This is an optimization exercise on Yosys and OpenROAD, whose aim is small area and a short achievable clock period, not a production implementation.
Only simulation tests tie the RTL to the original design; equivalence was not proved.

==> design/flow/design.v <==
module top_fft(
    input clk,
    input reset_p,
    input [23:0] fft_input,
    output reg [23:0] fft_output
);
    reg [3:0] cnt;
    reg       f1, f2;    
    always @(posedge clk) begin
        if (reset_p) begin
            cnt <= 4'b1111;
            f1  <= 1'b1;
            f2  <= 1'b1;
        end else begin
            cnt <= cnt + 4'd1;
            if (cnt == 4'd14) f1 <= 1'b0;
            if (cnt == 4'd1 && !f1) f2 <= 1'b0;
        end
    end
    wire [3:0] cm1 = cnt - 4'd1;
    wire sel1 = cnt[3];
    wire sel2 = ~cm1[2];
    wire sel3 = cnt[1];
    wire sel4 = cnt[0];
    reg  [23:0] s1_in;
    reg  [23:0] s1_dl [0:7];
    wire [23:0] s1_a = s1_dl[7];
    wire [23:0] s1_b0, s1_b1, s1_tw;
    Butterfly bf1(.fft_input_A(s1_a), .fft_input_B(s1_in), .fft_output_0(s1_b0), .fft_output_1(s1_b1));
    twiddle_factor #(.FULL(1)) tw1(.fft_input(s1_a), .k(cnt[2:0]), .fft_output(s1_tw));
    integer i;
    always @(posedge clk) begin
        s1_in <= fft_input;
        s1_dl[0] <= sel1 ? s1_b1 : s1_in;
        for (i = 1; i < 8; i = i + 1) s1_dl[i] <= s1_dl[i-1];
    end
    reg  [23:0] s2_in;
    reg  [23:0] s2_dl [0:3];
    wire [23:0] s2_a = s2_dl[3];
    wire [23:0] s2_b0, s2_b1, s2_tw;
    Butterfly bf2(.fft_input_A(s2_a), .fft_input_B(s2_in), .fft_output_0(s2_b0), .fft_output_1(s2_b1));
    twiddle_factor #(.FULL(0)) tw2(.fft_input(s2_a), .k({cm1[1:0], 1'b0}), .fft_output(s2_tw));
    always @(posedge clk) begin
        s2_in <= sel1 ? s1_b0 : s1_tw;
        s2_dl[0] <= sel2 ? s2_in : s2_b1;
        for (i = 1; i < 4; i = i + 1) s2_dl[i] <= s2_dl[i-1];
    end
    reg  [23:0] s3_in;
    reg  [23:0] s3_dl [0:1];
    wire [23:0] s3_a = s3_dl[1];
    wire [23:0] s3_b0, s3_b1, s3_tw;
    Butterfly bf3(.fft_input_A(s3_a), .fft_input_B(s3_in), .fft_output_0(s3_b0), .fft_output_1(s3_b1));
    wire [11:0] s3_neg_r = -s3_a[23:12];
    assign s3_tw = cnt[0] ? {s3_a[11:0], s3_neg_r} : s3_a;
    always @(posedge clk) begin
        s3_in <= sel2 ? s2_tw : s2_b0;
        s3_dl[0] <= sel3 ? s3_in : s3_b1;
        s3_dl[1] <= s3_dl[0];
    end
    reg  [23:0] s4_in;
    reg  [23:0] s4_dl;
    wire [23:0] s4_b0, s4_b1;
    Butterfly bf4(.fft_input_A(s4_dl), .fft_input_B(s4_in), .fft_output_0(s4_b0), .fft_output_1(s4_b1));
    always @(posedge clk) begin
        s4_in <= sel3 ? s3_tw : s3_b0;
        s4_dl <= sel4 ? s4_in : s4_b1;
        fft_output <= (reset_p | f2) ? 24'd0 : (sel4 ? s4_dl : s4_b0);
    end
endmodule
module Butterfly(
    input [23:0] fft_input_A,
    input [23:0] fft_input_B,
    output [23:0] fft_output_0,
    output [23:0] fft_output_1
);
    wire signed [11:0] ar = fft_input_A[23:12], ai = fft_input_A[11:0];
    wire signed [11:0] br = fft_input_B[23:12], bi = fft_input_B[11:0];
    wire signed [12:0] x0r = ar + br, x0i = ai + bi, x1r = ar - br, x1i = ai - bi;
    assign fft_output_0 = {x0r[12:1], x0i[12:1]};
    assign fft_output_1 = {x1r[12:1], x1i[12:1]};
endmodule
module twiddle_factor #(parameter FULL = 1) (
    input  [23:0] fft_input,
    input  [2:0]  k,
    output [23:0] fft_output
);
    wire signed [11:0] xr = fft_input[23:12];
    wire signed [11:0] xi = fft_input[11:0];
    wire signed [12:0] nxr = -{xr[11], xr};
    wire signed [12:0] nxi = -{xi[11], xi};
    wire signed [12:0] u  = k[2] ? {xi[11], xi} : {xr[11], xr};
    wire signed [12:0] v  = k[2] ? nxr : {xi[11], xi};
    wire signed [12:0] nu = k[2] ? nxi : nxr;
    wire [1:0] m = FULL ? k[1:0] : {k[1], 1'b0};
    twiddle_w_value re(.p(u), .q(v),  .m(m), .y(fft_output[23:12]));
    twiddle_w_value im(.p(v), .q(nu), .m(m), .y(fft_output[11:0]));
endmodule
module twiddle_w_value(
    input  signed [12:0] p,
    input  signed [12:0] q,
    input  [1:0] m,
    output [11:0] y
);
    wire m0 = (m == 2'd0);
    wire m2 = (m == 2'd2);
    wire sw = (m == 2'd3);
    wire signed [12:0] pp = sw ? q : p;
    wire signed [12:0] qq = sw ? p : q;
    wire signed [13:0] s  = pp + qq;
    wire signed [21:0] t  = m2 ? s : pp;
    wire signed [21:0] q2 = qq;
    wire signed [21:0] z  = 22'sd0;
    wire signed [21:0] rA = t <<< 10;
    wire signed [21:0] rB = m0 ? z : (t <<< 6);
    wire signed [21:0] rC = m0 ? z : (m2 ? (t <<< 8) : (t <<< 4));
    wire signed [21:0] rD = m0 ? z : (m2 ? (t <<< 4) : (t <<< 1));
    wire signed [21:0] rE = m0 ? z : (m2 ? (t <<< 2) : (q2 <<< 9));
    wire signed [21:0] rF = (m0 | m2) ? z : (q2 <<< 7);
    wire signed [21:0] rG = (m0 | m2) ? z : (q2 <<< 3);
    wire signed [21:0] sum = rA - rB - rC + rD + rE - rF + rG;
    assign y = sum[21:10];
endmodule
==> design/flow/run.sh <==
#!/bin/bash
# synth_recipe.tcl (not shown) runs the flow's synth.tcl, then flattens the netlist and writes it again
# the make line also repeats each setting of config.mk as NAME=value (left out here)
make -C /OpenROAD-flow-scripts/flow DESIGN_CONFIG=/design/flow/config.mk WORK_HOME=/design/flow/orfs CLKGATE_MAP_FILE= SYNTH_SCRIPT=/design/flow/synth_recipe.tcl finish
==> design/flow/config.mk <==
export PLATFORM = sky130hd
export DESIGN_NAME = top_fft
export DESIGN_NICKNAME = top_fft
export VERILOG_FILES = /design/flow/design.v
export SDC_FILE = /design/flow/constraint.sdc
export NUM_CORES = 4
export LEC_CHECK = 0
export CAP_MARGIN = 20
export CORE_MARGIN = 2
export CORE_UTILIZATION = 40
export SLEW_MARGIN = 20
==> design/flow/constraint.sdc <==
create_clock -name core_clock -period 7.0 [get_ports {clk}]
set_input_delay 1.4000 -clock core_clock [delete_from_list [all_inputs] [get_ports {clk}]]
set_output_delay 1.4000 -clock core_clock [all_outputs]
set_load 0.01 [all_outputs]
==> results.txt <==
[cell usage after synthesis, types with 11 or more instances]
cell      instances  area, um2
nor3b_1          13      97.59
nor2b_1          43      269.0
nand2b_1         31      193.9
or2_2            24      150.1
a211oi_1         38      285.3
or3_1            30      187.7
o21a_1           43      322.8
o211ai_1         14      105.1
mux2_2           18      202.7
ha_1            379       4742
o21ai_0         264       1321
a21boi_0         20      150.1
and2_1           29      181.4
dfxtp_1         486       9729
a31oi_1          13      81.33
nor2_1          265      994.7
nand3_1          20      100.1
nand3b_1         11      82.58
mux2i_1          54      540.5
buf_1            18      67.56
inv_1           534       2004
fa_1            230       4604
a21oi_1         266       1331
xnor2_1         175       1533
and3_1           20      125.1
nand2_1         313       1175
nor3_1           78      390.4
xor2_1           84      735.7
nor4_1           11      68.82
o31ai_1          52      390.4
o21bai_1         55      412.9
a21o_1           67      503.0
clkbuf_1         96      360.4
[layout by cell type, fill, tap and decap left out, types with 19 or more instances in the layout]
cell type and instances:
a21oi_2 45, a211oi_1 32, nor3_1 69, o21ai_2 29
a21o_1 67, ha_4 29, mux2i_1 52, a21oi_1 220
ha_1 347, o31ai_1 45, or3_1 26, xor2_1 76
nor2b_1 41, o21bai_1 54, xnor2_1 163, and2_1 24
or2_2 19, buf_4 441, o21a_1 43, nand2_1 305
dfxtp_1 476, clkbuf_16 52, nor2_1 241, o21ai_0 207
fa_1 226, nor2_2 22, o21ai_1 31, nand2b_1 30
clkdlybuf4s50_1 49, and3_1 20, inv_1 522
[final cells by class]
| type | count | area share, % |
|---|---|---|
| well taps | 1144 | 3.355 |
| repair buffers | 498 | 9.162 |
| multi-input cells | 2778 | 55.82 |
| diodes | 1 | 0.005865 |
| clock buffers | 68 | 3.402 |
| clock inverters | 27 | 0.6980 |
| inverters | 536 | 4.722 |
| flip-flops and latches | 486 | 22.84 |
[worst max-delay path by stage]
stage                  from        end  slack (ns)  cells after the start
2_1_floorplan   s1_dl[7][1]  s2_in[11]       0.001                     32
3_3_place_gp    s1_dl[7][1]  s2_in[11]       -0.22                     33
3_5_place_dp    s1_dl[7][1]  s2_in[11]       -0.40                     34
4_1_cts        s1_dl[7][13]  s2_in[11]       -0.03                     32
5_1_grt         s1_dl[7][1]  s2_in[11]       -0.36                     35
6_report        s1_dl[7][1]  s2_in[11]        -0.1                     33
[flip-flops by register name, indices dropped and copies added (netlist names)]
| register | flops |
|---|---|
| fft_output | 24 |
| s1_in | 24 |
| f2 | 1 |
| s2_in | 24 |
| s1_dl | 192 |
| s3_dl | 48 |
| s4_in | 24 |
| s3_in | 24 |
| s4_dl | 24 |
| s2_dl | 96 |
| cnt | 4 |
| f1 | 1 |
[metal layers]
| layer | vias up | wire (um) | share of wire (%) |
|---|---|---|---|
| met5 | - | 0 | 0 |
| met3 | 136 | 3012 | 3.4 |
| li1 | 13930 | - | - |
| met2 | 474 | 42880 | 48 |
| met1 | 13100 | 40660 | 45 |
| met4 | 0 | 3028 | 3.4 |
[worst max-delay path: cells and delay by family, from the launching register on]
| family | cells | cell delay, ns |
|---|---|---|
| adder cells (fa/ha/maj) | 7 | 2.58 |
| AND/OR/NAND/NOR | 8 | 1.36 |
| flip-flops | 1 | 0.32 |
| multiplexers | 1 | 0.27 |
| AO/OA/AOI/OAI | 7 | 1.30 |
| buffers and inverters | 6 | 0.43 |
| XOR/XNOR | 4 | 0.71 |
[repair_timing]
action / 4_1_cts / 5_1_grt
pin swaps: 74 / 133
gates resized for setup: 101 / 198
setup endpoints to repair: 13 / 28
setup buffers: 25 / 21
[metrics by stage]
step	worst slack, ns	std cells	area [um2]
detailed placement	-0.4040	5398	39340
floorplan	0.001056	3922	34880
global placement	-0.2189	5398	39340
global route	-0.3563	5537	42660
finish	-0.09538	5538	42660
CTS	-0.03326	5517	41700
[cells by family (layout without fill, tap and decap cells)]
logic type      after synthesis  in the layout
buf+inv                     658           1129
mux                          73             73
simple gates                907            907
flops                       486            486
fa+ha+maj                   609            609
compound gates              929            929
xor+xnor                    260            260
other cells                   0              1
==> results.json <==
{
  "worstHoldStart": "s1_dl[3][6]",
  "worst-r2r-setup-slack_ns": -0.1,
  "worstSetupStartpointType": "flop",
  "critPathMaxStageDelay_ns": 0.52,
  "fin_util_pct": 49.95,
  "wl_mm": 89.58,
  "r2r_start": "s1_dl[7][1]",
  "slew_headroom_pct": 31.47,
  "n_fill_cell": 8065,
  "crit_path_frequent_cell": "fa_1",
  "route.detailed.drc": 0,
  "ff2ff_path_depth": 33,
  "rsz0062_at_grt": "yes",
  "grt.met1_usage_pct": 25.75,
  "crit_path_end_kind": "flop",
  "coreArea_mm2": 0.08541,
  "synth.net_count": 4557,
  "status": "complete, but fails checks",
  "wire_per_inst_um": 16.17,
  "crit_required_ns": 7.47,
  "synth_fa_ha_area_share_pct": 27.05,
  "grt_util_all_layers_pct": 19.84,
  "synth_ff_type": "dfxtp_1",
  "ys_async_sr_fraction_pct": 0,
  "syn_area_per_cell_um2": 8.811,
  "synth_top_family_by_area": "adder cells",
  "port-buffer-count": 49,
  "cp.arrival_ns": 7.57,
  "gp_congestion": 0.9145,
  "cts_max_level": 2,
  "reg2reg_to": "s2_in[11]",
  "clkTransAtPathRegs_ns": 0.07,
  "synth-seq-area-share_pct": 28.15,
  "cp_max_fo": 4,
  "synth.yosys.warnings": 4,
  "hold_viol_final": 0,
  "layout-drive-gt1-share_pct": 19.28,
  "holdPathEnd": "s1_dl[4][6]",
  "holdPathStages": 0,
  "start_util_pct": 40.46,
  "ys_seq_elements": 486,
  "die_y_um": 297.9,
  "timing.fmax_mhz": 140.9,
  "fin_crit_ns": 7.095,
  "postCtsHoldBufs": 0,
  "multi_input_area_mm2": 0.02381,
  "tns_ns": -0.09538,
  "muxShareOfSynthArea_pct": 2.190,
  "synth_edf_count": 0,
  "postRouteAntennaNets": 0,
  "grt_pass1_wl_mm": 142.2,
  "fin_crit_sh_pct": 101.4,
  "check.faults": "setup timing",
  "synth_compound_area_share_pct": 16.67,
  "synth_cell_types": 80,
  "area_growth_syn_to_layout_pct": 23.45,
  "clock_path_buffers": 3,
  "vias": 27640,
  "hold_ws_ns": 0.3157,
  "crit_path_top_delay_cell": "fa_1",
  "nNetsFinal": 4986,
  "viasPerCell": 4.991,
  "setup_ws_ns": -0.09538,
  "place_hpwl_mm": 70.60,
  "grt-ovfl-total": 0,
  "drv_slew": 0,
  "synthCells": 3922,
  "synth_xor_area_share_pct": 6.611,
  "maxCapViolCount": 0,
  "grt_busiest_layer": "met2",
  "drt-pass1-iter-count": 5,
  "dieArea_mm2": 0.08876,
  "yosys.area_share.simple_pct": 12.13,
  "path_class": "reg2reg",
  "die_w_um": 297.9,
  "hp-class": "reg2reg",
  "grt_antenna_before_repair": 0,
  "regArea_mm2": 0.009744,
  "worst_pin_slew_ns": 1.028,
  "drt_iter0_drc": 1299,
  "clk_latency_ns": 0.62,
  "io_pins": 50,
  "grt_max_degree": 91,
  "skew_ns": 0.03116,
  "cts_sinks": 486,
  "num_rows": 107,
  "netlist_area_mm2": 0.03456,
  "use_met3_pct": 2.275,
  "grt_pass1_vias": 27390,
  "cts_buffers": 51,
  "final-setup-viol-count": 1,
  "cts_tree": "built",
  "use_met2_pct": 34.29,
  "clockRootBuffer": "clkbuf_16"
}

re-timing with driven ports:
The results above use ideal ports. As a check the final layout listed here was re-extracted and re-timed, cells and wires unchanged. Step 1, drivers: a clkbuf_16 drives clk and a buf_2 each remaining input, both assumed. Step 2 moves the port delays by t, midway between the first and last clock arrival at a register: inputs arrive t later, outputs are due t later. That takes back most of the time a late clock gives input paths. a / b / c = no drivers / after step 1 / after step 2; a / b = the first two.
t, ns: 0.672
setup WS [ns]: -0.095 / -0.095 / -0.095
worst hold slack (ns): 0.316 / 0.316 / 0.316
cell pins on the clock port's net: 1
The setup slack of this run moves by 0.000 ns with the drivers and by 0.000 ns with both steps.
